This is an optimization exercise on Yosys and OpenROAD, whose aim is small area, a short achievable clock period and few clock cycles, not a production implementation.
In this exercise RTL edits were held to simulation tests only and were not proved equivalent to the original.

04-02:
## Milestone_1
module Milestone_1 (
	input  logic            Clock,
	input  logic            resetn,
	input  logic            start,
	input  logic   [15:0]   SRAM_read_data,
	output logic   [17:0]   SRAM_address,
	output logic   [15:0]   SRAM_write_data,
	output logic            SRAM_we_n,
	output logic            stop
);
For scale: roughly 2,500 cells after synthesis, about 430 flip-flops, about 55 I/O pins, roughly 27,000 µm² of cells after synthesis.
Settings: LEC_CHECK=0, ABC_CLOCK_PERIOD_IN_PS=4500, CAP_MARGIN=20, CORE_MARGIN=2, CORE_UTILIZATION=40, SETUP_SLACK_MARGIN=5, SLEW_MARGIN=20; clock period 11.0 ns.
run.sh (not shown) runs the stock make flow with config.mk's settings and CLKGATE_MAP_FILE= SYNTH_SCRIPT=/design/flow/synth_recipe.tcl, a recipe that flattens the netlist after the stock synthesis.
04-02 reached the end of the flow, and the finished layout is clean on the timing, DRC and antenna checks.
Testbench counts of 04-02, summed over its fixed seeds: cycles 774,744.
Here is what was changed in the inputs of 11-11 compared with 04-02.
diff --git a/flow/design.v b/flow/design.v
--- a/flow/design.v
+++ b/flow/design.v
@@ -42,123 +42,107 @@
 		np  = 3'd0;
 	end else if (pa == 3'd4) begin
 		np = 3'd0;
 		if (kka == 8'd160) begin
 			nxg = 1'b1;
 			np  = 3'd5;
 		end else begin
 			nkk = kka + 8'd1;
 		end
 	end
 end
-logic        n_rd_y, n_wr, n_rd_uv, b_rd_y, b_wr, b_rd_uv, b_isv;
-logic [1:0]  b_off;
+logic        n_rd_y, n_wr, n_rd_uv;
 logic [17:0] uv_addr;
 logic [1:0]  uv_off;
 logic        uv_isv;
 always_comb begin
 	n_rd_y  = 1'b0;
 	n_wr    = 1'b0;
 	n_rd_uv = 1'b0;
 	uv_off  = 2'd2;
 	uv_isv  = 1'b0;
-	if (nxg) begin
-		n_rd_uv = 1'b1; uv_isv = 1'b1; uv_off = (np == 3'd5) ? 2'd0 : 2'd1;
-	end else if (nkk == 8'd0) begin
-		case (np)
+	if (xga) begin
+		n_rd_uv = 1'b1; uv_isv = 1'b1; uv_off = (pa == 3'd5) ? 2'd0 : 2'd1;
+	end else if (kka == 8'd0) begin
+		case (pa)
 			3'd1: n_rd_y = 1'b1;
 			3'd2: begin n_rd_uv = 1'b1; uv_isv = 1'b0; uv_off = 2'd2; end
 			default: ;
 		endcase
 	end else begin
-		case (np)
+		case (pa)
 			3'd0: begin
-				if (!nkk[0]) begin
+				if (!kka[0]) begin
 					uv_isv = 1'b0;
-					if (nkk == 8'd160) begin n_rd_uv = 1'b1; uv_off = 2'd0; end
-					else n_rd_uv = (nkk <= 8'd154);
+					if (kka == 8'd160) begin n_rd_uv = 1'b1; uv_off = 2'd0; end
+					else n_rd_uv = (kka <= 8'd154);
 				end else begin
 					uv_isv = 1'b1;
-					n_rd_uv = (nkk <= 8'd155);
+					n_rd_uv = (kka <= 8'd155);
 				end
 			end
 			3'd1: begin
-				if (nkk == 8'd160) begin n_rd_uv = 1'b1; uv_isv = 1'b0; uv_off = 2'd1; end
+				if (kka == 8'd160) begin n_rd_uv = 1'b1; uv_isv = 1'b0; uv_off = 2'd1; end
 				else n_rd_y = 1'b1;
 			end
-			default: n_wr = 1'b1;
+			default: n_wr = !pre;
 		endcase
 	end
 end
-assign uv_addr = {3'd0, ycnt[15:1]} + (b_isv ? V_BASE : U_BASE) + {16'd0, b_off};
+assign uv_addr = {3'd0, ycnt[15:1]} + (uv_isv ? V_BASE : U_BASE) + {16'd0, uv_off};
 always_ff @(posedge Clock or negedge resetn) begin
 	if (~resetn) begin
 		run <= 1'b0;
 		stop <= 1'b0;
 		pre <= 1'b0;
 		xg <= 1'b0;
 		p <= 3'd0;
 		kk <= 8'd0;
 		pa <= 3'd0;
 		kka <= 8'd0;
 		xga <= 1'b0;
 		ycnt <= 16'd0;
 		waddr <= RGB_BASE;
-		b_rd_y <= 1'b0;
-		b_wr <= 1'b0;
-		b_rd_uv <= 1'b0;
-		b_isv <= 1'b0;
-		b_off <= 2'd0;
 		SRAM_address <= 18'd0;
 		SRAM_we_n <= 1'b1;
 	end else begin
 		SRAM_we_n <= 1'b1;
 		if (!run) begin
 			if (start && !stop) begin
 				run <= 1'b1;
 				pre <= 1'b1;
 				p <= 3'd0;
 				kk <= 8'd160;
 				pa <= 3'd1;
 				kka <= 8'd160;
 				SRAM_address <= U_BASE;
-				b_rd_y <= 1'b0;
-				b_wr <= 1'b0;
-				b_rd_uv <= 1'b1;
-				b_isv <= 1'b0;
-				b_off <= 2'd1;
 			end
 		end else if (row_end && last_row) begin
 			run <= 1'b0;
 			stop <= 1'b1;
 		end else begin
 			p <= pa;
 			kk <= kka;
 			xg <= xga;
 			pa <= np;
 			kka <= nkk;
 			xga <= nxg;
 			if (xga) pre <= 1'b0;
-			b_rd_y <= n_rd_y;
-			b_wr <= n_wr;
-			b_rd_uv <= n_rd_uv;
-			b_isv <= uv_isv;
-			b_off <= uv_off;
-			if (b_rd_y) begin
+			if (n_rd_y) begin
 				SRAM_address <= {2'd0, ycnt};
 				ycnt <= ycnt + 16'd1;
-			end else if (b_wr && !pre) begin
+			end else if (n_wr) begin
 				SRAM_address <= waddr;
 				waddr <= waddr + 18'd1;
 				SRAM_we_n <= 1'b0;
-			end else if (b_rd_uv) begin
+			end else if (n_rd_uv) begin
 				SRAM_address <= uv_addr;
 			end
 		end
 	end
 end
 logic c_s1v, c_tmode, c_tm2, c_tm3, c_isv3, c_first_i, c_ld_opu, c_ld_opv;
 logic c_cap_even, c_first_e, c_w1, c_w2;
 always_ff @(posedge Clock) begin
 	c_s1v      <= (pa == 3'd2);
 	c_tmode    <= (pa == 3'd0) && (kka == 8'd0) && !xga;
 	c_tm2      <= c_tmode;
## What came out
- Fraction of cell area in non-clock buffers of 11-11 is on par with 04-02.
- Comparing the two runs side by side, 11-11 comes out behind 04-02 on setup slack after layout.
- kka[0] as the source of the critical timing path was reported by 11-11, and SRAM_read_data[8] by 04-02.
- Routed length on met1 went down by a few percent going from 04-02 to 11-11.
- There was hardly any difference in wire length of the first global-routing pass between 11-11 and 04-02.
- In 11-11, the layout overhead on the synthesized area came out 0.21 points above the value in 04-02.
- [compare] base=04-02 new=11-11: insertion delay of the later-clocked pin in the worst-skew pair went down by 0.02 ns; non-clock buffer count went down by 2.6%; cell area went down by about 0.9%; routed wire length was more or less identical.
Testbench counts of 11-11, summed over its fixed seeds: cycles 774,744.

==> re-timing with driven ports <==
The flow's constraints put no driver on any port. The routed layouts listed below were extracted and timed again, unchanged, in two steps. Step 1, drivers: a clkbuf_16 drives Clock and a buf_2 each remaining input, both assumed. Step 2, shift: input delay + t, output delay - t, t = (earliest + latest rising clock arrival at the registers) / 2. This alone moves slack from input paths to output paths. Slacks: ideal / step 1 / step 2; pairs: ideal / step 1.
run | t (ns) | setup slack, ns | hold slack, ns | worst setup path at the end
04-02 | 0.661 | 6.571 / 6.609 / 5.948 | 0.327 / 0.327 / 0.327 | input to register
11-11 | 0.659 | 6.327 / 6.327 / 5.750 | 0.322 / 0.322 / 0.322 | input to register
After both steps every run listed still meets setup and hold. The setup slack of 04-02, which loses most, moves by +0.038 ns with the drivers and by -0.623 ns with both steps.
